From an optimization exercise on the open Yosys and OpenROAD flow, aimed at small area and a short achievable clock period; shortcuts taken in it are not production practice. The RTL of this run was laid out without a check of its function. The flow treats the clock pin as an ideal source, which a real chip does not have.

## flow/flow/run.sh

```bash
#!/bin/bash
# The standard layout (standard.sh, unchanged synthesis) with two changes:
# - the port buffers use sky130_fd_sc_hd__buf_1 (every port still gets one);
# - after clock tree synthesis, flow/skew.tcl delays the clock of the output
#   registers m and ov whose data paths are long, by a short chain of clock
#   delay cells (useful skew for the register-to-register path through the
#   multiplier); flow/skew_cells.txt sets the chains.
export BUFFER_PORTS_ARGS="-buffer_cell sky130_fd_sc_hd__buf_1"
export POST_CTS_TCL="$PWD/flow/skew.tcl"
export SKEW_FILE="$PWD/flow/skew_cells.txt"
bash standard.sh > standard.log 2>&1
```

## flow/flow/skew.tcl

```tcl
set f [open $::env(SKEW_FILE)]
set lines [split [string trim [read $f]] "\n"]
close $f
set max_slack [lindex $lines 0]
set tiers [lrange $lines 1 end]
set_propagated_clock [all_clocks]
estimate_parasitics -placement
set groups [dict create]
foreach c [all_registers -cells] {
  set name [get_full_name $c]
  if {![regexp {^(m\[[0-9]+\]|ov)\$} $name]} { continue }
  set d [get_pins $name/D]
  set smax [get_property $d slack_max]
  set smin [get_property $d slack_min]
  set tier -1
  if {$smax < $max_slack} {
    for {set t 0} {$t < [llength $tiers]} {incr t} {
      if {$smin > [lindex [lindex $tiers $t] 0]} { set tier $t; break }
    }
  }
  puts "skew: $name setup slack $smax hold slack $smin tier $tier"
  if {$tier < 0} { continue }
  set net [get_full_name [get_nets -of_objects [get_pins $name/CLK]]]
  dict lappend groups "$net $tier" "$name/CLK"
}
set k 0
dict for {key pins} $groups {
  lassign $key netname tier
  puts "skew: net $netname tier $tier drives [llength $pins] output registers"
  set cur $netname
  foreach cell [split [lindex [lindex $tiers $tier] 1] ","] {
    insert_buffer -buffer_cell $cell -net [get_nets $cur] -load_pins [get_pins $pins] -buffer_name "skew_buf_$k"
    incr k
    set cur [get_full_name [get_nets -of_objects [get_pins [lindex $pins 0]]]]
  }
}
detailed_placement
check_placement -verbose
estimate_parasitics -placement
report_clock_skew
report_checks -path_delay max -digits 3
report_checks -path_delay min -digits 3
```

## flow/flow/skew_cells.txt

```
8.3
0.9 sky130_fd_sc_hd__clkdlybuf4s50_1,sky130_fd_sc_hd__clkdlybuf4s25_1,sky130_fd_sc_hd__clkbuf_4
```

## flow/standard.sh

```bash
#!/bin/bash
# synth_recipe.tcl (not shown) runs the flow's synth.tcl, then flattens the netlist and writes it again
# the make line also repeats each setting of config.mk as NAME=value (left out here)
make -C /OpenROAD-flow-scripts/flow DESIGN_CONFIG=/design/flow/config.mk WORK_HOME=/design/flow/orfs CLKGATE_MAP_FILE= SYNTH_SCRIPT=/design/flow/synth_recipe.tcl "${@:-finish}"
```

## flow/config.mk

```make
export PLATFORM = sky130hd
export DESIGN_NAME = booth_mul_top
export DESIGN_NICKNAME = booth_mul_top
export VERILOG_FILES = /design/flow/design.v
export SDC_FILE = /design/flow/constraint.sdc
export NUM_CORES = 4
export LEC_CHECK = 0
export ABC_AREA = 1
export CAP_MARGIN = 20
export CORE_MARGIN = 2
export CORE_UTILIZATION = 50
export CTS_BUF_LIST = sky130_fd_sc_hd__clkbuf_8
export HOLD_SLACK_MARGIN = 0.05
export SLEW_MARGIN = 70
export SYNTH_HIERARCHICAL = 1
export SYNTH_MINIMUM_KEEP_SIZE = 0
```

## flow/constraint.sdc

```tcl
create_clock -name core_clock -period 12.2 [get_ports {clk}]
set_input_delay 2.4400 -clock core_clock [delete_from_list [all_inputs] [get_ports {clk}]]
set_output_delay 2.4400 -clock core_clock [all_outputs]
set_load 0.01 [all_outputs]
```

## flow/design.v

```verilog
module booth_mul_top(clk, A, B, m, ov);
	input clk;
	input [15:0] A, B;
	output reg [30:0] m;
	output reg ov;
	reg [15:0] a_q, b_q;
	wire [30:0] m_w;
	wire ov_w;
	BoothMUL mul(.A(a_q), .B(b_q), .m(m_w), .ov(ov_w));
	always @(posedge clk) begin
		a_q <= A;
		b_q <= B;
		m <= m_w;
		ov <= ov_w;
	end
endmodule

module FA(a, b, c, cout, sum);
	input a, b, c;
	output cout, sum;
	assign {cout, sum} = a + b + c;
endmodule
module HA(a, b, cout, sum);
	input a, b;
	output cout, sum;
	assign {cout, sum} = a + b;
endmodule
module BoothMUL(A, B, m, ov);
	input [15:0] A, B;
	output [30:0] m;
	output ov;
	wire s1;
	wire c2;
	wire s3;
	wire c4;
	wire s5;
	wire c6;
	wire s7;
	wire c8;
	wire s9;
	wire c10;
	wire s11;
	wire c12;
	wire s13;
	wire c14;
	wire s15;
	wire c16;
	wire s17;
	wire c18;
	wire s19;
	wire c20;
	wire s21;
	wire c22;
	wire s23;
	wire c24;
	wire s25;
	wire c26;
	wire s27;
	wire c28;
	wire s29;
	wire c30;
	wire s31;
	wire c32;
	wire s33;
	wire c34;
	wire s35;
	wire c36;
	wire s37;
	wire c38;
	wire s39;
	wire c40;
	wire s41;
	wire c42;
	wire s43;
	wire c44;
	wire s45;
	wire c46;
	wire s47;
	wire c48;
	wire s49;
	wire c50;
	wire s51;
	wire c52;
	wire s53;
	wire c54;
	wire s55;
	wire c56;
	wire s57;
	wire c58;
	wire s59;
	wire c60;
	wire s61;
	wire c62;
	wire s63;
	wire c64;
	wire s65;
	wire c66;
	wire s67;
	wire c68;
	wire s69;
	wire c70;
	wire s71;
	wire c72;
	wire s73;
	wire c74;
	wire s75;
	wire c76;
	wire s77;
	wire c78;
	wire s79;
	wire c80;
	wire s81;
	wire c82;
	wire s83;
	wire c84;
	wire s85;
	wire c86;
	wire s87;
	wire c88;
	wire s89;
	wire c90;
	wire s91;
	wire c92;
	wire s93;
	wire c94;
	wire s95;
	wire c96;
	wire s97;
	wire c98;
	wire s99;
	wire c100;
	wire s101;
	wire c102;
	wire s103;
	wire c104;
	wire s105;
	wire c106;
	wire s107;
	wire c108;
	wire s109;
	wire c110;
	wire s111;
	wire c112;
	wire s113;
	wire c114;
	wire s115;
	wire c116;
	wire s117;
	wire c118;
	wire s119;
	wire c120;
	wire s121;
	wire c122;
	wire s123;
	wire c124;
	wire s125;
	wire c126;
	wire s127;
	wire c128;
	wire s129;
	wire c130;
	wire s131;
	wire c132;
	wire s133;
	wire c134;
	wire s135;
	wire c136;
	wire s137;
	wire c138;
	wire s139;
	wire c140;
	wire s141;
	wire c142;
	wire s143;
	wire c144;
	wire s145;
	wire c146;
	wire s147;
	wire c148;
	wire s149;
	wire c150;
	wire s151;
	wire c152;
	wire s153;
	wire c154;
	wire s155;
	wire c156;
	wire s157;
	wire c158;
	wire s159;
	wire c160;
	wire s161;
	wire c162;
	wire s163;
	wire c164;
	wire s165;
	wire c166;
	wire s167;
	wire c168;
	wire s169;
	wire c170;
	wire s171;
	wire c172;
	wire s173;
	wire c174;
	wire s175;
	wire c176;
	wire s177;
	wire c178;
	wire s179;
	wire c180;
	wire s181;
	wire c182;
	wire s183;
	wire c184;
	wire s185;
	wire c186;
	wire s187;
	wire c188;
	wire s189;
	wire c190;
	wire s191;
	wire c192;
	wire s193;
	wire c194;
	wire s195;
	wire c196;
	wire s197;
	wire c198;
	wire s199;
	wire c200;
	wire s201;
	wire c202;
	wire s203;
	wire c204;
	wire s205;
	wire c206;
	wire s207;
	wire c208;
	wire s209;
	wire c210;
	wire s211;
	wire c212;
	wire s213;
	wire c214;
	wire s215;
	wire c216;
	wire s217;
	wire c218;
	wire s219;
	wire c220;
	wire s221;
	wire c222;
	wire s223;
	wire c224;
	wire neg0 = B[1];
	wire one0 = B[0] ^ 1'b0;
	wire two0 = (B[1] & ~B[0] & ~1'b0) | (~B[1] & B[0] & 1'b0);
	wire negz0 = B[1] & ~(B[0] & 1'b0);
	wire [15:0] x0 = A ^ {16{negz0}};
	wire pp0_0 = (one0 & x0[0]) | (two0 & negz0);
	wire pp0_1 = (one0 & x0[1]) | (two0 & x0[0]);
	wire pp0_2 = (one0 & x0[2]) | (two0 & x0[1]);
	wire pp0_3 = (one0 & x0[3]) | (two0 & x0[2]);
	wire pp0_4 = (one0 & x0[4]) | (two0 & x0[3]);
	wire pp0_5 = (one0 & x0[5]) | (two0 & x0[4]);
	wire pp0_6 = (one0 & x0[6]) | (two0 & x0[5]);
	wire pp0_7 = (one0 & x0[7]) | (two0 & x0[6]);
	wire pp0_8 = (one0 & x0[8]) | (two0 & x0[7]);
	wire pp0_9 = (one0 & x0[9]) | (two0 & x0[8]);
	wire pp0_10 = (one0 & x0[10]) | (two0 & x0[9]);
	wire pp0_11 = (one0 & x0[11]) | (two0 & x0[10]);
	wire pp0_12 = (one0 & x0[12]) | (two0 & x0[11]);
	wire pp0_13 = (one0 & x0[13]) | (two0 & x0[12]);
	wire pp0_14 = (one0 & x0[14]) | (two0 & x0[13]);
	wire pp0_15 = (one0 & x0[15]) | (two0 & x0[14]);
	wire pp0_16 = ~((one0 | two0) & x0[15]);
	wire neg1 = B[3];
	wire one1 = B[2] ^ B[1];
	wire two1 = (B[3] & ~B[2] & ~B[1]) | (~B[3] & B[2] & B[1]);
	wire negz1 = B[3] & ~(B[2] & B[1]);
	wire [15:0] x1 = A ^ {16{negz1}};
	wire pp1_0 = (one1 & x1[0]) | (two1 & negz1);
	wire pp1_1 = (one1 & x1[1]) | (two1 & x1[0]);
	wire pp1_2 = (one1 & x1[2]) | (two1 & x1[1]);
	wire pp1_3 = (one1 & x1[3]) | (two1 & x1[2]);
	wire pp1_4 = (one1 & x1[4]) | (two1 & x1[3]);
	wire pp1_5 = (one1 & x1[5]) | (two1 & x1[4]);
	wire pp1_6 = (one1 & x1[6]) | (two1 & x1[5]);
	wire pp1_7 = (one1 & x1[7]) | (two1 & x1[6]);
	wire pp1_8 = (one1 & x1[8]) | (two1 & x1[7]);
	wire pp1_9 = (one1 & x1[9]) | (two1 & x1[8]);
	wire pp1_10 = (one1 & x1[10]) | (two1 & x1[9]);
	wire pp1_11 = (one1 & x1[11]) | (two1 & x1[10]);
	wire pp1_12 = (one1 & x1[12]) | (two1 & x1[11]);
	wire pp1_13 = (one1 & x1[13]) | (two1 & x1[12]);
	wire pp1_14 = (one1 & x1[14]) | (two1 & x1[13]);
	wire pp1_15 = (one1 & x1[15]) | (two1 & x1[14]);
	wire pp1_16 = ~((one1 | two1) & x1[15]);
	wire neg2 = B[5];
	wire one2 = B[4] ^ B[3];
	wire two2 = (B[5] & ~B[4] & ~B[3]) | (~B[5] & B[4] & B[3]);
	wire negz2 = B[5] & ~(B[4] & B[3]);
	wire [15:0] x2 = A ^ {16{negz2}};
	wire pp2_0 = (one2 & x2[0]) | (two2 & negz2);
	wire pp2_1 = (one2 & x2[1]) | (two2 & x2[0]);
	wire pp2_2 = (one2 & x2[2]) | (two2 & x2[1]);
	wire pp2_3 = (one2 & x2[3]) | (two2 & x2[2]);
	wire pp2_4 = (one2 & x2[4]) | (two2 & x2[3]);
	wire pp2_5 = (one2 & x2[5]) | (two2 & x2[4]);
	wire pp2_6 = (one2 & x2[6]) | (two2 & x2[5]);
	wire pp2_7 = (one2 & x2[7]) | (two2 & x2[6]);
	wire pp2_8 = (one2 & x2[8]) | (two2 & x2[7]);
	wire pp2_9 = (one2 & x2[9]) | (two2 & x2[8]);
	wire pp2_10 = (one2 & x2[10]) | (two2 & x2[9]);
	wire pp2_11 = (one2 & x2[11]) | (two2 & x2[10]);
	wire pp2_12 = (one2 & x2[12]) | (two2 & x2[11]);
	wire pp2_13 = (one2 & x2[13]) | (two2 & x2[12]);
	wire pp2_14 = (one2 & x2[14]) | (two2 & x2[13]);
	wire pp2_15 = (one2 & x2[15]) | (two2 & x2[14]);
	wire pp2_16 = ~((one2 | two2) & x2[15]);
	wire neg3 = B[7];
	wire one3 = B[6] ^ B[5];
	wire two3 = (B[7] & ~B[6] & ~B[5]) | (~B[7] & B[6] & B[5]);
	wire negz3 = B[7] & ~(B[6] & B[5]);
	wire [15:0] x3 = A ^ {16{negz3}};
	wire pp3_0 = (one3 & x3[0]) | (two3 & negz3);
	wire pp3_1 = (one3 & x3[1]) | (two3 & x3[0]);
	wire pp3_2 = (one3 & x3[2]) | (two3 & x3[1]);
	wire pp3_3 = (one3 & x3[3]) | (two3 & x3[2]);
	wire pp3_4 = (one3 & x3[4]) | (two3 & x3[3]);
	wire pp3_5 = (one3 & x3[5]) | (two3 & x3[4]);
	wire pp3_6 = (one3 & x3[6]) | (two3 & x3[5]);
	wire pp3_7 = (one3 & x3[7]) | (two3 & x3[6]);
	wire pp3_8 = (one3 & x3[8]) | (two3 & x3[7]);
	wire pp3_9 = (one3 & x3[9]) | (two3 & x3[8]);
	wire pp3_10 = (one3 & x3[10]) | (two3 & x3[9]);
	wire pp3_11 = (one3 & x3[11]) | (two3 & x3[10]);
	wire pp3_12 = (one3 & x3[12]) | (two3 & x3[11]);
	wire pp3_13 = (one3 & x3[13]) | (two3 & x3[12]);
	wire pp3_14 = (one3 & x3[14]) | (two3 & x3[13]);
	wire pp3_15 = (one3 & x3[15]) | (two3 & x3[14]);
	wire pp3_16 = ~((one3 | two3) & x3[15]);
	wire neg4 = B[9];
	wire one4 = B[8] ^ B[7];
	wire two4 = (B[9] & ~B[8] & ~B[7]) | (~B[9] & B[8] & B[7]);
	wire negz4 = B[9] & ~(B[8] & B[7]);
	wire [15:0] x4 = A ^ {16{negz4}};
	wire pp4_0 = (one4 & x4[0]) | (two4 & negz4);
	wire pp4_1 = (one4 & x4[1]) | (two4 & x4[0]);
	wire pp4_2 = (one4 & x4[2]) | (two4 & x4[1]);
	wire pp4_3 = (one4 & x4[3]) | (two4 & x4[2]);
	wire pp4_4 = (one4 & x4[4]) | (two4 & x4[3]);
	wire pp4_5 = (one4 & x4[5]) | (two4 & x4[4]);
	wire pp4_6 = (one4 & x4[6]) | (two4 & x4[5]);
	wire pp4_7 = (one4 & x4[7]) | (two4 & x4[6]);
	wire pp4_8 = (one4 & x4[8]) | (two4 & x4[7]);
	wire pp4_9 = (one4 & x4[9]) | (two4 & x4[8]);
	wire pp4_10 = (one4 & x4[10]) | (two4 & x4[9]);
	wire pp4_11 = (one4 & x4[11]) | (two4 & x4[10]);
	wire pp4_12 = (one4 & x4[12]) | (two4 & x4[11]);
	wire pp4_13 = (one4 & x4[13]) | (two4 & x4[12]);
	wire pp4_14 = (one4 & x4[14]) | (two4 & x4[13]);
	wire pp4_15 = (one4 & x4[15]) | (two4 & x4[14]);
	wire pp4_16 = ~((one4 | two4) & x4[15]);
	wire neg5 = B[11];
	wire one5 = B[10] ^ B[9];
	wire two5 = (B[11] & ~B[10] & ~B[9]) | (~B[11] & B[10] & B[9]);
	wire negz5 = B[11] & ~(B[10] & B[9]);
	wire [15:0] x5 = A ^ {16{negz5}};
	wire pp5_0 = (one5 & x5[0]) | (two5 & negz5);
	wire pp5_1 = (one5 & x5[1]) | (two5 & x5[0]);
	wire pp5_2 = (one5 & x5[2]) | (two5 & x5[1]);
	wire pp5_3 = (one5 & x5[3]) | (two5 & x5[2]);
	wire pp5_4 = (one5 & x5[4]) | (two5 & x5[3]);
	wire pp5_5 = (one5 & x5[5]) | (two5 & x5[4]);
	wire pp5_6 = (one5 & x5[6]) | (two5 & x5[5]);
	wire pp5_7 = (one5 & x5[7]) | (two5 & x5[6]);
	wire pp5_8 = (one5 & x5[8]) | (two5 & x5[7]);
	wire pp5_9 = (one5 & x5[9]) | (two5 & x5[8]);
	wire pp5_10 = (one5 & x5[10]) | (two5 & x5[9]);
	wire pp5_11 = (one5 & x5[11]) | (two5 & x5[10]);
	wire pp5_12 = (one5 & x5[12]) | (two5 & x5[11]);
	wire pp5_13 = (one5 & x5[13]) | (two5 & x5[12]);
	wire pp5_14 = (one5 & x5[14]) | (two5 & x5[13]);
	wire pp5_15 = (one5 & x5[15]) | (two5 & x5[14]);
	wire pp5_16 = ~((one5 | two5) & x5[15]);
	wire neg6 = B[13];
	wire one6 = B[12] ^ B[11];
	wire two6 = (B[13] & ~B[12] & ~B[11]) | (~B[13] & B[12] & B[11]);
	wire negz6 = B[13] & ~(B[12] & B[11]);
	wire [15:0] x6 = A ^ {16{negz6}};
	wire pp6_0 = (one6 & x6[0]) | (two6 & negz6);
	wire pp6_1 = (one6 & x6[1]) | (two6 & x6[0]);
	wire pp6_2 = (one6 & x6[2]) | (two6 & x6[1]);
	wire pp6_3 = (one6 & x6[3]) | (two6 & x6[2]);
	wire pp6_4 = (one6 & x6[4]) | (two6 & x6[3]);
	wire pp6_5 = (one6 & x6[5]) | (two6 & x6[4]);
	wire pp6_6 = (one6 & x6[6]) | (two6 & x6[5]);
	wire pp6_7 = (one6 & x6[7]) | (two6 & x6[6]);
	wire pp6_8 = (one6 & x6[8]) | (two6 & x6[7]);
	wire pp6_9 = (one6 & x6[9]) | (two6 & x6[8]);
	wire pp6_10 = (one6 & x6[10]) | (two6 & x6[9]);
	wire pp6_11 = (one6 & x6[11]) | (two6 & x6[10]);
	wire pp6_12 = (one6 & x6[12]) | (two6 & x6[11]);
	wire pp6_13 = (one6 & x6[13]) | (two6 & x6[12]);
	wire pp6_14 = (one6 & x6[14]) | (two6 & x6[13]);
	wire pp6_15 = (one6 & x6[15]) | (two6 & x6[14]);
	wire pp6_16 = ~((one6 | two6) & x6[15]);
	wire neg7 = B[15];
	wire one7 = B[14] ^ B[13];
	wire two7 = (B[15] & ~B[14] & ~B[13]) | (~B[15] & B[14] & B[13]);
	wire negz7 = B[15] & ~(B[14] & B[13]);
	wire [15:0] x7 = A ^ {16{negz7}};
	wire pp7_0 = (one7 & x7[0]) | (two7 & negz7);
	wire pp7_1 = (one7 & x7[1]) | (two7 & x7[0]);
	wire pp7_2 = (one7 & x7[2]) | (two7 & x7[1]);
	wire pp7_3 = (one7 & x7[3]) | (two7 & x7[2]);
	wire pp7_4 = (one7 & x7[4]) | (two7 & x7[3]);
	wire pp7_5 = (one7 & x7[5]) | (two7 & x7[4]);
	wire pp7_6 = (one7 & x7[6]) | (two7 & x7[5]);
	wire pp7_7 = (one7 & x7[7]) | (two7 & x7[6]);
	wire pp7_8 = (one7 & x7[8]) | (two7 & x7[7]);
	wire pp7_9 = (one7 & x7[9]) | (two7 & x7[8]);
	wire pp7_10 = (one7 & x7[10]) | (two7 & x7[9]);
	wire pp7_11 = (one7 & x7[11]) | (two7 & x7[10]);
	wire pp7_12 = (one7 & x7[12]) | (two7 & x7[11]);
	wire pp7_13 = (one7 & x7[13]) | (two7 & x7[12]);
	wire pp7_14 = (one7 & x7[14]) | (two7 & x7[13]);
	wire pp7_15 = (one7 & x7[15]) | (two7 & x7[14]);
	wire pp7_16 = ~((one7 | two7) & x7[15]);
	HA ha2(.a(negz5), .b(pp0_10), .cout(c2), .sum(s1));
	HA ha4(.a(pp0_11), .b(pp1_9), .cout(c4), .sum(s3));
	FA fa6(.a(negz6), .b(pp0_12), .c(pp1_10), .cout(c6), .sum(s5));
	HA ha8(.a(pp2_8), .b(pp3_6), .cout(c8), .sum(s7));
	FA fa10(.a(pp0_13), .b(pp1_11), .c(pp2_9), .cout(c10), .sum(s9));
	HA ha12(.a(pp3_7), .b(pp4_5), .cout(c12), .sum(s11));
	FA fa14(.a(negz7), .b(pp0_14), .c(pp1_12), .cout(c14), .sum(s13));
	FA fa16(.a(pp2_10), .b(pp3_8), .c(pp4_6), .cout(c16), .sum(s15));
	HA ha18(.a(pp5_4), .b(pp6_2), .cout(c18), .sum(s17));
	FA fa20(.a(pp0_15), .b(pp1_13), .c(pp2_11), .cout(c20), .sum(s19));
	FA fa22(.a(pp3_9), .b(pp4_7), .c(pp5_5), .cout(c22), .sum(s21));
	HA ha24(.a(pp6_3), .b(pp7_1), .cout(c24), .sum(s23));
	assign s25 = ~(pp0_16 ^ pp1_14);
	assign c26 = pp0_16 | pp1_14;
	FA fa28(.a(pp2_12), .b(pp3_10), .c(pp4_8), .cout(c28), .sum(s27));
	FA fa30(.a(pp5_6), .b(pp6_4), .c(pp7_2), .cout(c30), .sum(s29));
	assign s31 = ~(pp1_15 ^ pp2_13);
	assign c32 = pp1_15 | pp2_13;
	FA fa34(.a(pp3_11), .b(pp4_9), .c(pp5_7), .cout(c34), .sum(s33));
	HA ha36(.a(pp6_5), .b(pp7_3), .cout(c36), .sum(s35));
	FA fa38(.a(pp1_16), .b(pp2_14), .c(pp3_12), .cout(c38), .sum(s37));
	FA fa40(.a(pp4_10), .b(pp5_8), .c(pp6_6), .cout(c40), .sum(s39));
	assign s41 = ~(pp2_15 ^ pp3_13);
	assign c42 = pp2_15 | pp3_13;
	HA ha44(.a(pp4_11), .b(pp5_9), .cout(c44), .sum(s43));
	FA fa46(.a(pp2_16), .b(pp3_14), .c(pp4_12), .cout(c46), .sum(s45));
	assign s47 = ~pp3_15;
	assign c48 = pp3_15;
	HA ha50(.a(negz3), .b(pp0_6), .cout(c50), .sum(s49));
	HA ha52(.a(pp0_7), .b(pp1_5), .cout(c52), .sum(s51));
	FA fa54(.a(negz4), .b(pp0_8), .c(pp1_6), .cout(c54), .sum(s53));
	HA ha56(.a(pp2_4), .b(pp3_2), .cout(c56), .sum(s55));
	FA fa58(.a(pp0_9), .b(pp1_7), .c(pp2_5), .cout(c58), .sum(s57));
	HA ha60(.a(pp3_3), .b(pp4_1), .cout(c60), .sum(s59));
	FA fa62(.a(pp1_8), .b(pp2_6), .c(pp3_4), .cout(c62), .sum(s61));
	FA fa64(.a(pp4_2), .b(pp5_0), .c(s1), .cout(c64), .sum(s63));
	FA fa66(.a(pp2_7), .b(pp3_5), .c(pp4_3), .cout(c66), .sum(s65));
	FA fa68(.a(pp5_1), .b(c2), .c(s3), .cout(c68), .sum(s67));
	FA fa70(.a(pp4_4), .b(pp5_2), .c(pp6_0), .cout(c70), .sum(s69));
	FA fa72(.a(c4), .b(s7), .c(s5), .cout(c72), .sum(s71));
	FA fa74(.a(pp5_3), .b(pp6_1), .c(c8), .cout(c74), .sum(s73));
	FA fa76(.a(s11), .b(c6), .c(s9), .cout(c76), .sum(s75));
	FA fa78(.a(pp7_0), .b(c12), .c(s17), .cout(c78), .sum(s77));
	FA fa80(.a(c10), .b(s13), .c(s15), .cout(c80), .sum(s79));
	FA fa82(.a(c18), .b(s23), .c(c14), .cout(c82), .sum(s81));
	FA fa84(.a(c16), .b(s19), .c(s21), .cout(c84), .sum(s83));
	FA fa86(.a(c24), .b(c20), .c(c22), .cout(c86), .sum(s85));
	FA fa88(.a(s25), .b(s27), .c(s29), .cout(c88), .sum(s87));
	FA fa90(.a(s35), .b(c26), .c(c28), .cout(c90), .sum(s89));
	FA fa92(.a(c30), .b(s31), .c(s33), .cout(c92), .sum(s91));
	FA fa94(.a(pp7_4), .b(c36), .c(c32), .cout(c94), .sum(s93));
	FA fa96(.a(c34), .b(s37), .c(s39), .cout(c96), .sum(s95));
	FA fa98(.a(pp6_7), .b(pp7_5), .c(s43), .cout(c98), .sum(s97));
	FA fa100(.a(c38), .b(c40), .c(s41), .cout(c100), .sum(s99));
	FA fa102(.a(pp5_10), .b(pp6_8), .c(pp7_6), .cout(c102), .sum(s101));
	FA fa104(.a(c44), .b(c42), .c(s45), .cout(c104), .sum(s103));
	FA fa106(.a(pp4_13), .b(pp5_11), .c(pp6_9), .cout(c106), .sum(s105));
	FA fa108(.a(pp7_7), .b(s47), .c(c46), .cout(c108), .sum(s107));
	FA fa110(.a(pp3_16), .b(pp4_14), .c(pp5_12), .cout(c110), .sum(s109));
	FA fa112(.a(pp6_10), .b(pp7_8), .c(c48), .cout(c112), .sum(s111));
	assign s113 = ~(pp4_15 ^ pp5_13);
	assign c114 = pp4_15 | pp5_13;
	HA ha116(.a(pp6_11), .b(pp7_9), .cout(c116), .sum(s115));
	FA fa118(.a(pp4_16), .b(pp5_14), .c(pp6_12), .cout(c118), .sum(s117));
	assign s119 = ~pp5_15;
	assign c120 = pp5_15;
	HA ha122(.a(negz2), .b(pp0_4), .cout(c122), .sum(s121));
	HA ha124(.a(pp0_5), .b(pp1_3), .cout(c124), .sum(s123));
	FA fa126(.a(pp1_4), .b(pp2_2), .c(pp3_0), .cout(c126), .sum(s125));
	FA fa128(.a(pp2_3), .b(pp3_1), .c(c50), .cout(c128), .sum(s127));
	FA fa130(.a(pp4_0), .b(c52), .c(s55), .cout(c130), .sum(s129));
	FA fa132(.a(c56), .b(s59), .c(c54), .cout(c132), .sum(s131));
	FA fa134(.a(c60), .b(c58), .c(s61), .cout(c134), .sum(s133));
	FA fa136(.a(c62), .b(s65), .c(c64), .cout(c136), .sum(s135));
	FA fa138(.a(c66), .b(s69), .c(c68), .cout(c138), .sum(s137));
	FA fa140(.a(c70), .b(s73), .c(c72), .cout(c140), .sum(s139));
	FA fa142(.a(c74), .b(s77), .c(c76), .cout(c142), .sum(s141));
	FA fa144(.a(c78), .b(c80), .c(s81), .cout(c144), .sum(s143));
	FA fa146(.a(c82), .b(c84), .c(s85), .cout(c146), .sum(s145));
	FA fa148(.a(c86), .b(c88), .c(s89), .cout(c148), .sum(s147));
	FA fa150(.a(c90), .b(c92), .c(s93), .cout(c150), .sum(s149));
	FA fa152(.a(s97), .b(c94), .c(c96), .cout(c152), .sum(s151));
	FA fa154(.a(s101), .b(c98), .c(c100), .cout(c154), .sum(s153));
	FA fa156(.a(c102), .b(s105), .c(c104), .cout(c156), .sum(s155));
	FA fa158(.a(c106), .b(s109), .c(s111), .cout(c158), .sum(s157));
	FA fa160(.a(s115), .b(c110), .c(s113), .cout(c160), .sum(s159));
	FA fa162(.a(pp7_10), .b(c116), .c(c114), .cout(c162), .sum(s161));
	FA fa164(.a(pp6_13), .b(pp7_11), .c(s119), .cout(c164), .sum(s163));
	FA fa166(.a(pp5_16), .b(pp6_14), .c(pp7_12), .cout(c166), .sum(s165));
	assign s167 = ~pp6_15;
	assign c168 = pp6_15;
	HA ha170(.a(negz1), .b(pp0_2), .cout(c170), .sum(s169));
	HA ha172(.a(pp0_3), .b(pp1_1), .cout(c172), .sum(s171));
	FA fa174(.a(pp1_2), .b(pp2_0), .c(s121), .cout(c174), .sum(s173));
	FA fa176(.a(pp2_1), .b(c122), .c(s123), .cout(c176), .sum(s175));
	FA fa178(.a(c124), .b(s49), .c(s125), .cout(c178), .sum(s177));
	FA fa180(.a(s51), .b(c126), .c(s127), .cout(c180), .sum(s179));
	FA fa182(.a(s53), .b(c128), .c(s129), .cout(c182), .sum(s181));
	FA fa184(.a(s57), .b(c130), .c(s131), .cout(c184), .sum(s183));
	FA fa186(.a(s63), .b(c132), .c(s133), .cout(c186), .sum(s185));
	FA fa188(.a(s67), .b(c134), .c(s135), .cout(c188), .sum(s187));
	FA fa190(.a(s71), .b(c136), .c(s137), .cout(c190), .sum(s189));
	FA fa192(.a(s75), .b(c138), .c(s139), .cout(c192), .sum(s191));
	FA fa194(.a(s79), .b(c140), .c(s141), .cout(c194), .sum(s193));
	FA fa196(.a(s83), .b(c142), .c(s143), .cout(c196), .sum(s195));
	FA fa198(.a(s87), .b(c144), .c(s145), .cout(c198), .sum(s197));
	FA fa200(.a(s91), .b(c146), .c(s147), .cout(c200), .sum(s199));
	FA fa202(.a(s95), .b(c148), .c(s149), .cout(c202), .sum(s201));
	FA fa204(.a(s99), .b(c150), .c(s151), .cout(c204), .sum(s203));
	FA fa206(.a(s103), .b(c152), .c(s153), .cout(c206), .sum(s205));
	FA fa208(.a(s107), .b(c154), .c(s155), .cout(c208), .sum(s207));
	FA fa210(.a(c108), .b(s157), .c(c156), .cout(c210), .sum(s209));
	FA fa212(.a(c112), .b(s159), .c(c158), .cout(c212), .sum(s211));
	FA fa214(.a(s117), .b(c160), .c(s161), .cout(c214), .sum(s213));
	FA fa216(.a(c118), .b(s163), .c(c162), .cout(c216), .sum(s215));
	FA fa218(.a(c120), .b(s165), .c(c164), .cout(c218), .sum(s217));
	FA fa220(.a(pp7_13), .b(s167), .c(c166), .cout(c220), .sum(s219));
	FA fa222(.a(pp6_16), .b(pp7_14), .c(c168), .cout(c222), .sum(s221));
	assign s223 = ~pp7_15;
	assign c224 = pp7_15;
	wire [31:0] X = {1'b1, pp7_16, s223, s221, s219, s217, c214, s213, s211, s209, c206, c204, c202, c200, c198, c196, c194, c192, c190, c188, c186, c184, c182, c180, c178, c176, c174, c172, c170, pp1_0, pp0_1, negz0};
	wire [31:0] Y = {1'b0, c224, c222, c220, c218, c216, s215, c212, c210, c208, s207, s205, s203, s201, s199, s197, s195, s193, s191, s189, s187, s185, s183, s181, s179, s177, s175, s173, s171, s169, 1'b0, pp0_0};
	wire [31:0] P;
	wire [31:0] g, p;
	HA pg0(.a(X[0]), .b(Y[0]), .cout(g[0]), .sum(p[0]));
	assign g[1] = 1'b0;
	assign p[1] = pp0_1;
	HA pg2(.a(X[2]), .b(Y[2]), .cout(g[2]), .sum(p[2]));
	HA pg3(.a(X[3]), .b(Y[3]), .cout(g[3]), .sum(p[3]));
	HA pg4(.a(X[4]), .b(Y[4]), .cout(g[4]), .sum(p[4]));
	HA pg5(.a(X[5]), .b(Y[5]), .cout(g[5]), .sum(p[5]));
	HA pg6(.a(X[6]), .b(Y[6]), .cout(g[6]), .sum(p[6]));
	HA pg7(.a(X[7]), .b(Y[7]), .cout(g[7]), .sum(p[7]));
	HA pg8(.a(X[8]), .b(Y[8]), .cout(g[8]), .sum(p[8]));
	HA pg9(.a(X[9]), .b(Y[9]), .cout(g[9]), .sum(p[9]));
	HA pg10(.a(X[10]), .b(Y[10]), .cout(g[10]), .sum(p[10]));
	HA pg11(.a(X[11]), .b(Y[11]), .cout(g[11]), .sum(p[11]));
	HA pg12(.a(X[12]), .b(Y[12]), .cout(g[12]), .sum(p[12]));
	HA pg13(.a(X[13]), .b(Y[13]), .cout(g[13]), .sum(p[13]));
	HA pg14(.a(X[14]), .b(Y[14]), .cout(g[14]), .sum(p[14]));
	HA pg15(.a(X[15]), .b(Y[15]), .cout(g[15]), .sum(p[15]));
	HA pg16(.a(X[16]), .b(Y[16]), .cout(g[16]), .sum(p[16]));
	HA pg17(.a(X[17]), .b(Y[17]), .cout(g[17]), .sum(p[17]));
	HA pg18(.a(X[18]), .b(Y[18]), .cout(g[18]), .sum(p[18]));
	HA pg19(.a(X[19]), .b(Y[19]), .cout(g[19]), .sum(p[19]));
	HA pg20(.a(X[20]), .b(Y[20]), .cout(g[20]), .sum(p[20]));
	HA pg21(.a(X[21]), .b(Y[21]), .cout(g[21]), .sum(p[21]));
	HA pg22(.a(X[22]), .b(Y[22]), .cout(g[22]), .sum(p[22]));
	HA pg23(.a(X[23]), .b(Y[23]), .cout(g[23]), .sum(p[23]));
	HA pg24(.a(X[24]), .b(Y[24]), .cout(g[24]), .sum(p[24]));
	HA pg25(.a(X[25]), .b(Y[25]), .cout(g[25]), .sum(p[25]));
	HA pg26(.a(X[26]), .b(Y[26]), .cout(g[26]), .sum(p[26]));
	HA pg27(.a(X[27]), .b(Y[27]), .cout(g[27]), .sum(p[27]));
	HA pg28(.a(X[28]), .b(Y[28]), .cout(g[28]), .sum(p[28]));
	HA pg29(.a(X[29]), .b(Y[29]), .cout(g[29]), .sum(p[29]));
	HA pg30(.a(X[30]), .b(Y[30]), .cout(g[30]), .sum(p[30]));
	assign g[31] = 1'b0;
	assign p[31] = ~1'b0;
	assign G225 = g[1] | (p[1] & g[0]);
	assign Pq226 = p[1] & p[0];
	assign G227 = g[2] | (p[2] & g[1]);
	assign Pq228 = p[2] & p[1];
	assign G229 = g[3] | (p[3] & g[2]);
	assign Pq230 = p[3] & p[2];
	assign G231 = g[4] | (p[4] & g[3]);
	assign Pq232 = p[4] & p[3];
	assign G233 = g[5] | (p[5] & g[4]);
	assign Pq234 = p[5] & p[4];
	assign G235 = g[6] | (p[6] & g[5]);
	assign Pq236 = p[6] & p[5];
	assign G237 = g[7] | (p[7] & g[6]);
	assign Pq238 = p[7] & p[6];
	assign G239 = g[8] | (p[8] & g[7]);
	assign Pq240 = p[8] & p[7];
	assign G241 = g[9] | (p[9] & g[8]);
	assign Pq242 = p[9] & p[8];
	assign G243 = g[10] | (p[10] & g[9]);
	assign Pq244 = p[10] & p[9];
	assign G245 = g[11] | (p[11] & g[10]);
	assign Pq246 = p[11] & p[10];
	assign G247 = g[12] | (p[12] & g[11]);
	assign Pq248 = p[12] & p[11];
	assign G249 = g[13] | (p[13] & g[12]);
	assign Pq250 = p[13] & p[12];
	assign G251 = g[14] | (p[14] & g[13]);
	assign Pq252 = p[14] & p[13];
	assign G253 = g[15] | (p[15] & g[14]);
	assign Pq254 = p[15] & p[14];
	assign G255 = g[16] | (p[16] & g[15]);
	assign Pq256 = p[16] & p[15];
	assign G257 = g[17] | (p[17] & g[16]);
	assign Pq258 = p[17] & p[16];
	assign G259 = g[18] | (p[18] & g[17]);
	assign Pq260 = p[18] & p[17];
	assign G261 = g[19] | (p[19] & g[18]);
	assign Pq262 = p[19] & p[18];
	assign G263 = g[20] | (p[20] & g[19]);
	assign Pq264 = p[20] & p[19];
	assign G265 = g[21] | (p[21] & g[20]);
	assign Pq266 = p[21] & p[20];
	assign G267 = g[22] | (p[22] & g[21]);
	assign Pq268 = p[22] & p[21];
	assign G269 = g[23] | (p[23] & g[22]);
	assign Pq270 = p[23] & p[22];
	assign G271 = g[24] | (p[24] & g[23]);
	assign Pq272 = p[24] & p[23];
	assign G273 = g[25] | (p[25] & g[24]);
	assign Pq274 = p[25] & p[24];
	assign G275 = g[26] | (p[26] & g[25]);
	assign Pq276 = p[26] & p[25];
	assign G277 = g[27] | (p[27] & g[26]);
	assign Pq278 = p[27] & p[26];
	assign G279 = g[28] | (p[28] & g[27]);
	assign Pq280 = p[28] & p[27];
	assign G281 = g[29] | (p[29] & g[28]);
	assign Pq282 = p[29] & p[28];
	assign G283 = g[30] | (p[30] & g[29]);
	assign Pq284 = p[30] & p[29];
	assign G285 = g[31] | (p[31] & g[30]);
	assign Pq286 = p[31] & p[30];
	assign G287 = G227 | (Pq228 & g[0]);
	assign Pq288 = Pq228 & p[0];
	assign G289 = G229 | (Pq230 & G225);
	assign Pq290 = Pq230 & Pq226;
	assign G291 = G231 | (Pq232 & G227);
	assign Pq292 = Pq232 & Pq228;
	assign G293 = G233 | (Pq234 & G229);
	assign Pq294 = Pq234 & Pq230;
	assign G295 = G235 | (Pq236 & G231);
	assign Pq296 = Pq236 & Pq232;
	assign G297 = G237 | (Pq238 & G233);
	assign Pq298 = Pq238 & Pq234;
	assign G299 = G239 | (Pq240 & G235);
	assign Pq300 = Pq240 & Pq236;
	assign G301 = G241 | (Pq242 & G237);
	assign Pq302 = Pq242 & Pq238;
	assign G303 = G243 | (Pq244 & G239);
	assign Pq304 = Pq244 & Pq240;
	assign G305 = G245 | (Pq246 & G241);
	assign Pq306 = Pq246 & Pq242;
	assign G307 = G247 | (Pq248 & G243);
	assign Pq308 = Pq248 & Pq244;
	assign G309 = G249 | (Pq250 & G245);
	assign Pq310 = Pq250 & Pq246;
	assign G311 = G251 | (Pq252 & G247);
	assign Pq312 = Pq252 & Pq248;
	assign G313 = G253 | (Pq254 & G249);
	assign Pq314 = Pq254 & Pq250;
	assign G315 = G255 | (Pq256 & G251);
	assign Pq316 = Pq256 & Pq252;
	assign G317 = G257 | (Pq258 & G253);
	assign Pq318 = Pq258 & Pq254;
	assign G319 = G259 | (Pq260 & G255);
	assign Pq320 = Pq260 & Pq256;
	assign G321 = G261 | (Pq262 & G257);
	assign Pq322 = Pq262 & Pq258;
	assign G323 = G263 | (Pq264 & G259);
	assign Pq324 = Pq264 & Pq260;
	assign G325 = G265 | (Pq266 & G261);
	assign Pq326 = Pq266 & Pq262;
	assign G327 = G267 | (Pq268 & G263);
	assign Pq328 = Pq268 & Pq264;
	assign G329 = G269 | (Pq270 & G265);
	assign Pq330 = Pq270 & Pq266;
	assign G331 = G271 | (Pq272 & G267);
	assign Pq332 = Pq272 & Pq268;
	assign G333 = G273 | (Pq274 & G269);
	assign Pq334 = Pq274 & Pq270;
	assign G335 = G275 | (Pq276 & G271);
	assign Pq336 = Pq276 & Pq272;
	assign G337 = G277 | (Pq278 & G273);
	assign Pq338 = Pq278 & Pq274;
	assign G339 = G279 | (Pq280 & G275);
	assign Pq340 = Pq280 & Pq276;
	assign G341 = G281 | (Pq282 & G277);
	assign Pq342 = Pq282 & Pq278;
	assign G343 = G283 | (Pq284 & G279);
	assign Pq344 = Pq284 & Pq280;
	assign G345 = G285 | (Pq286 & G281);
	assign Pq346 = Pq286 & Pq282;
	assign G347 = G291 | (Pq292 & g[0]);
	assign Pq348 = Pq292 & p[0];
	assign G349 = G293 | (Pq294 & G225);
	assign Pq350 = Pq294 & Pq226;
	assign G351 = G295 | (Pq296 & G287);
	assign Pq352 = Pq296 & Pq288;
	assign G353 = G297 | (Pq298 & G289);
	assign Pq354 = Pq298 & Pq290;
	assign G355 = G299 | (Pq300 & G291);
	assign Pq356 = Pq300 & Pq292;
	assign G357 = G301 | (Pq302 & G293);
	assign Pq358 = Pq302 & Pq294;
	assign G359 = G303 | (Pq304 & G295);
	assign Pq360 = Pq304 & Pq296;
	assign G361 = G305 | (Pq306 & G297);
	assign Pq362 = Pq306 & Pq298;
	assign G363 = G307 | (Pq308 & G299);
	assign Pq364 = Pq308 & Pq300;
	assign G365 = G309 | (Pq310 & G301);
	assign Pq366 = Pq310 & Pq302;
	assign G367 = G311 | (Pq312 & G303);
	assign Pq368 = Pq312 & Pq304;
	assign G369 = G313 | (Pq314 & G305);
	assign Pq370 = Pq314 & Pq306;
	assign G371 = G315 | (Pq316 & G307);
	assign Pq372 = Pq316 & Pq308;
	assign G373 = G317 | (Pq318 & G309);
	assign Pq374 = Pq318 & Pq310;
	assign G375 = G319 | (Pq320 & G311);
	assign Pq376 = Pq320 & Pq312;
	assign G377 = G321 | (Pq322 & G313);
	assign Pq378 = Pq322 & Pq314;
	assign G379 = G323 | (Pq324 & G315);
	assign Pq380 = Pq324 & Pq316;
	assign G381 = G325 | (Pq326 & G317);
	assign Pq382 = Pq326 & Pq318;
	assign G383 = G327 | (Pq328 & G319);
	assign Pq384 = Pq328 & Pq320;
	assign G385 = G329 | (Pq330 & G321);
	assign Pq386 = Pq330 & Pq322;
	assign G387 = G331 | (Pq332 & G323);
	assign Pq388 = Pq332 & Pq324;
	assign G389 = G333 | (Pq334 & G325);
	assign Pq390 = Pq334 & Pq326;
	assign G391 = G335 | (Pq336 & G327);
	assign Pq392 = Pq336 & Pq328;
	assign G393 = G337 | (Pq338 & G329);
	assign Pq394 = Pq338 & Pq330;
	assign G395 = G339 | (Pq340 & G331);
	assign Pq396 = Pq340 & Pq332;
	assign G397 = G341 | (Pq342 & G333);
	assign Pq398 = Pq342 & Pq334;
	assign G399 = G343 | (Pq344 & G335);
	assign Pq400 = Pq344 & Pq336;
	assign G401 = G345 | (Pq346 & G337);
	assign Pq402 = Pq346 & Pq338;
	assign G403 = G355 | (Pq356 & g[0]);
	assign Pq404 = Pq356 & p[0];
	assign G405 = G357 | (Pq358 & G225);
	assign Pq406 = Pq358 & Pq226;
	assign G407 = G359 | (Pq360 & G287);
	assign Pq408 = Pq360 & Pq288;
	assign G409 = G361 | (Pq362 & G289);
	assign Pq410 = Pq362 & Pq290;
	assign G411 = G363 | (Pq364 & G347);
	assign Pq412 = Pq364 & Pq348;
	assign G413 = G365 | (Pq366 & G349);
	assign Pq414 = Pq366 & Pq350;
	assign G415 = G367 | (Pq368 & G351);
	assign Pq416 = Pq368 & Pq352;
	assign G417 = G369 | (Pq370 & G353);
	assign Pq418 = Pq370 & Pq354;
	assign G419 = G371 | (Pq372 & G355);
	assign Pq420 = Pq372 & Pq356;
	assign G421 = G373 | (Pq374 & G357);
	assign Pq422 = Pq374 & Pq358;
	assign G423 = G375 | (Pq376 & G359);
	assign Pq424 = Pq376 & Pq360;
	assign G425 = G377 | (Pq378 & G361);
	assign Pq426 = Pq378 & Pq362;
	assign G427 = G379 | (Pq380 & G363);
	assign Pq428 = Pq380 & Pq364;
	assign G429 = G381 | (Pq382 & G365);
	assign Pq430 = Pq382 & Pq366;
	assign G431 = G383 | (Pq384 & G367);
	assign Pq432 = Pq384 & Pq368;
	assign G433 = G385 | (Pq386 & G369);
	assign Pq434 = Pq386 & Pq370;
	assign G435 = G387 | (Pq388 & G371);
	assign Pq436 = Pq388 & Pq372;
	assign G437 = G389 | (Pq390 & G373);
	assign Pq438 = Pq390 & Pq374;
	assign G439 = G391 | (Pq392 & G375);
	assign Pq440 = Pq392 & Pq376;
	assign G441 = G393 | (Pq394 & G377);
	assign Pq442 = Pq394 & Pq378;
	assign G443 = G395 | (Pq396 & G379);
	assign Pq444 = Pq396 & Pq380;
	assign G445 = G397 | (Pq398 & G381);
	assign Pq446 = Pq398 & Pq382;
	assign G447 = G399 | (Pq400 & G383);
	assign Pq448 = Pq400 & Pq384;
	assign G449 = G401 | (Pq402 & G385);
	assign Pq450 = Pq402 & Pq386;
	assign G451 = G419 | (Pq420 & g[0]);
	assign Pq452 = Pq420 & p[0];
	assign G453 = G421 | (Pq422 & G225);
	assign Pq454 = Pq422 & Pq226;
	assign G455 = G423 | (Pq424 & G287);
	assign Pq456 = Pq424 & Pq288;
	assign G457 = G425 | (Pq426 & G289);
	assign Pq458 = Pq426 & Pq290;
	assign G459 = G427 | (Pq428 & G347);
	assign Pq460 = Pq428 & Pq348;
	assign G461 = G429 | (Pq430 & G349);
	assign Pq462 = Pq430 & Pq350;
	assign G463 = G431 | (Pq432 & G351);
	assign Pq464 = Pq432 & Pq352;
	assign G465 = G433 | (Pq434 & G353);
	assign Pq466 = Pq434 & Pq354;
	assign G467 = G435 | (Pq436 & G403);
	assign Pq468 = Pq436 & Pq404;
	assign G469 = G437 | (Pq438 & G405);
	assign Pq470 = Pq438 & Pq406;
	assign G471 = G439 | (Pq440 & G407);
	assign Pq472 = Pq440 & Pq408;
	assign G473 = G441 | (Pq442 & G409);
	assign Pq474 = Pq442 & Pq410;
	assign G475 = G443 | (Pq444 & G411);
	assign Pq476 = Pq444 & Pq412;
	assign G477 = G445 | (Pq446 & G413);
	assign Pq478 = Pq446 & Pq414;
	assign G479 = G447 | (Pq448 & G415);
	assign Pq480 = Pq448 & Pq416;
	assign G481 = G449 | (Pq450 & G417);
	assign Pq482 = Pq450 & Pq418;
	assign P[0] = p[0];
	assign P[1] = p[1] ^ g[0];
	assign P[2] = p[2] ^ G225;
	assign P[3] = p[3] ^ G287;
	assign P[4] = p[4] ^ G289;
	assign P[5] = p[5] ^ G347;
	assign P[6] = p[6] ^ G349;
	assign P[7] = p[7] ^ G351;
	assign P[8] = p[8] ^ G353;
	assign P[9] = p[9] ^ G403;
	assign P[10] = p[10] ^ G405;
	assign P[11] = p[11] ^ G407;
	assign P[12] = p[12] ^ G409;
	assign P[13] = p[13] ^ G411;
	assign P[14] = p[14] ^ G413;
	assign P[15] = p[15] ^ G415;
	assign P[16] = p[16] ^ G417;
	assign P[17] = p[17] ^ G451;
	assign P[18] = p[18] ^ G453;
	assign P[19] = p[19] ^ G455;
	assign P[20] = p[20] ^ G457;
	assign P[21] = p[21] ^ G459;
	assign P[22] = p[22] ^ G461;
	assign P[23] = p[23] ^ G463;
	assign P[24] = p[24] ^ G465;
	assign P[25] = p[25] ^ G467;
	assign P[26] = p[26] ^ G469;
	assign P[27] = p[27] ^ G471;
	assign P[28] = p[28] ^ G473;
	assign P[29] = p[29] ^ G475;
	assign P[30] = p[30] ^ G477;
	assign P[31] = p[31] ^ G479;
	assign m = P[30:0];
	assign ov = ~P[31];
endmodule
```

==> impl_metrics.ini <==
[timing]
rsz0062_at_grt = no
slew_headroom_pct = 72.3
final.min_clock_period_ns = 4.26
setup_viol_count_final = 0
report.final.hold_viol_count = 0
worst_slew_pin_slew_ns = 0.413
timing.final.crit_share_pct = 34.9
fin_skew_ns = 0.880
timing_max_transition_violations_final = 0
totalNegativeSetupSlack_ns = 0
fmaxAchievable_mhz = 235

[worst_setup_path]
setup.worst_path.end_class = flip-flop
crit_path_max_fanout = 7
crit_slowest_cell = sky130_fd_sc_hd__fa_1
crit_path_category = flip-flop to flip-flop
critical_path.cell_chain = ha_1, nor2_4, buf_4, buf_4, xnor2_1, o22ai_1, ha_1, fa_1, fa_1, ha_1, nand2_1, o21ai_1, nor2_1, o21ai_2, nand2_1, xnor2_1
timing.critical_path.slowest_cell_delay_ns = 0.50
worst-endpoint-required_ns = 12.45
worst_setup_path_start_kind = flip-flop
critPathMostFrequentCell = sky130_fd_sc_hd__ha_1
crit_arrival_ns = 4.51

[clocking]
cts.sink_count = 64
cts_tree = yes
cts.clk_slew.worst_paths_ns = 0.09
clock_latency_ns = 1.25

[yosys]
synth_seq_area_share_pct = 15.9
synth_top_area_share_pct = 21.7
syn-mean-instance-area_sq_um = 8.34
post_synth_instance_area_sq_um = 8040
synth_top_area_cells = sky130_fd_sc_hd__fa_1 22%, sky130_fd_sc_hd__dfxtp_1 16%, sky130_fd_sc_hd__xnor2_1 11%, sky130_fd_sc_hd__ha_1 9.2%, sky130_fd_sc_hd__o22ai_1 8.7%
mapped_nets = 1143
yosys.area.top_type = sky130_fd_sc_hd__fa_1
synth.yosys.warnings = 265
synthDistinctLibCells = 34
postSynthRegisterBits = 64
synthCells = 964

[cells_and_area]
num-fill-cells = 1532
synthToLayoutAreaGrowth_pct = 8.49
finish.net_count = 1202
drive_above_1_share_pct = 9.05
instances_no_fill = 1244
n_antenna_cell = 0
finalInstanceArea_sq_um = 8730
final_core_utilization_pct = 55.1

[grt]
grt_antenna_before_repair = 0
gr-total-overflow = 0
grt_max_degree = 23
grt_pass1_vias = 6558
grt.total_usage_pct = 26.5
wire_length_of_the_first_global_routing_pass_mm = 34.1

[die]
floorplan.io_pins = 65
floorplan.core_area_sq_um = 15800
number_of_standard_cell_rows_in_the_floorplan = 46
floorplan.die.height_um = 131
initial_core_utilization_pct = 50.8
die_x_um = 131
design.die.area_sq_um = 17100

[detailed_routing]
detail_route.drc_violations = 0
first_iter_violations = 486
routedWlPerCell_um = 17.1
via_count = 6705
number_of_iterations_in_the_first_detailed_routing_pass = 5
detail-route-antenna-nets = 0
detail_route.wirelength_mm = 21.3
post_drt_via_cell_ratio = 5.39

[worst_hold_path]
hold_path_class = flip-flop to flip-flop

[placed_design]
portBuffers = 64
placement.cell_area_sq_um = 8380
finalWeightedCongestion = 0.940
dpl.cell_count = 1213
detailed_place_hpwl_mm = 17.6

[outcome]
status = complete, no violations

[job]
cap_viol_max_count = 0
## final timing paths
check,start,endpoint,slack [ns],cells past startpoint
worst max-delay path,b_q[5],m[9],7.94,16
worst min-delay path,b_q[0],m[25],0.08,7
worst max register to register,b_q[5],m[9],7.94,16
worst min register to register,b_q[0],m[25],0.08,7
## metal layers
| metal | track usage, % | share of wire, % | vias to the layer above |
|---|---|---|---|
| met2 | 41.4 | 44 | 211 |
| met3 | 5.13 | 6.4 | 32 |
| li1 | - | - | 3331 |
| met1 | 37.2 | 48 | 3131 |
| met4 | 8.64 | 2.1 | 0 |
| met5 | 0 | 0 | - |
## per-module statistics from Yosys (local to each module, per instance)
module | flops+latches | cells inside | copies in the design | cell area, sq um
HA | 0 | 1 | 47 | 12.5
FA | 0 | 1 | 87 | 20.0
BoothMUL | 0 | 766 | 1 | 4430
booth_mul_top | 64 | 64 | 1 | 1280
## registers in the layout, summed over array words and instances, names as in the netlist
name  flops
m        31
a_q      16
b_q      16
ov        1
## layout make-up, clock buffers not listed
cell class / instances / area, sq um / share of cell area [%]
well taps: 216 / 270 / 3.10
multi-input cells: 761 / 6140 / 70.4
inverters: 100 / 375 / 4.30
flip-flops and latches: 64 / 1300 / 14.9
repair buffers: 72 / 300 / 3.44
clock inverters: 7 / 77.6 / 0.889
## cells in the final DEF, fill, tap and decap left out, types with 8 or more instances in the layout
cell,count
sky130_fd_sc_hd__a21oi_1,38
sky130_fd_sc_hd__buf_1,64
sky130_fd_sc_hd__buf_4,8
sky130_fd_sc_hd__clkbuf_8,9
sky130_fd_sc_hd__dfxtp_1,50
sky130_fd_sc_hd__dfxtp_2,13
sky130_fd_sc_hd__fa_1,87
sky130_fd_sc_hd__ha_1,59
sky130_fd_sc_hd__inv_1,74
sky130_fd_sc_hd__inv_2,23
sky130_fd_sc_hd__nand2_1,153
sky130_fd_sc_hd__nand2_2,8
sky130_fd_sc_hd__nand3_1,28
sky130_fd_sc_hd__nor2_1,49
sky130_fd_sc_hd__o21ai_0,34
sky130_fd_sc_hd__o21ai_2,8
sky130_fd_sc_hd__o22ai_1,111
sky130_fd_sc_hd__or2_1,11
sky130_fd_sc_hd__xnor2_1,103
sky130_fd_sc_hd__xor2_1,39
## Yosys cell counts
cell                       count
sky130_fd_sc_hd__nand2_1     154
sky130_fd_sc_hd__and2_4        1
sky130_fd_sc_hd__nor2_4        5
sky130_fd_sc_hd__o22ai_1     112
sky130_fd_sc_hd__a21boi_0      1
sky130_fd_sc_hd__o21bai_1      2
sky130_fd_sc_hd__o21ai_2       7
sky130_fd_sc_hd__dfxtp_1      64
sky130_fd_sc_hd__xor2_1       39
sky130_fd_sc_hd__xnor2_1     103
sky130_fd_sc_hd__o21ai_0      39
sky130_fd_sc_hd__buf_8         4
sky130_fd_sc_hd__nand3_1      28
sky130_fd_sc_hd__buf_4         5
sky130_fd_sc_hd__and2_1        1
sky130_fd_sc_hd__nor2_8        2
sky130_fd_sc_hd__nand3_2       1
sky130_fd_sc_hd__nand4_1       3
sky130_fd_sc_hd__o21a_1        3
sky130_fd_sc_hd__nand3b_1      2
sky130_fd_sc_hd__a21o_1        1
sky130_fd_sc_hd__a21oi_1      38
sky130_fd_sc_hd__inv_1        82
sky130_fd_sc_hd__buf_6         4
sky130_fd_sc_hd__or2_1        11
sky130_fd_sc_hd__nor2_1       49
sky130_fd_sc_hd__ha_1         59
sky130_fd_sc_hd__clkbuf_1     11
sky130_fd_sc_hd__buf_2        15
sky130_fd_sc_hd__nand2_2       7
sky130_fd_sc_hd__inv_2        18
sky130_fd_sc_hd__nor3_1        5
sky130_fd_sc_hd__fa_1         87
sky130_fd_sc_hd__nor3_2        1
## worst max-delay path: cells and delay by family (launching register included)
kind                     cells  cell delay [ns]
AO/OA/AOI/OAI                3             0.73
flip-flops                   1             0.37
XOR/XNOR                     2             0.24
buffers and inverters        2             0.41
AND/OR/NAND/NOR              4             0.50
adder cells (fa/ha/maj)      5             1.88
## cells by family after synthesis
logic type / share of synthesized area [%]
fa+ha+maj: 30.8
simple gates: 15.0
flops: 15.9
compound gates: 14.9
buf+inv: 7.89
xor+xnor: 15.5
## per-stage QoR
step	hold WS (ns)	worst slack, ns
after floorplan	0.597	7.94
after global placement	0.773	6.90
after detailed placement	0.753	7.40
after global routing	0.109	7.64
final	0.0772	7.94

[separate check: timing with driven ports]
How much do the figures lean on ideal ports? The routed layout below was timed once more, with nothing changed but the port constraints.
Step 1, drivers: a clkbuf_16 drives clk and a buf_2 each remaining input, both assumed.
Step 2, shift: input delay + t, output delay - t, t = (earliest + latest rising clock arrival at the registers) / 2. This alone moves slack from input paths to output paths.
Slacks: no drivers / after step 1 / after step 2; pairs: no drivers / after step 1.
t, ns: 0.842
setup WS [ns]: 7.937 / 7.937 / 7.937
worst setup path at the end: register to register
latest minus earliest clock arrival (ns): 0.893 / 0.893
In this run the clock reaches the registers at very different times; t lies between them, and the last value is a rough guide only. The setup slack of this run moves by 0.000 ns with the drivers and by 0.000 ns with both steps.
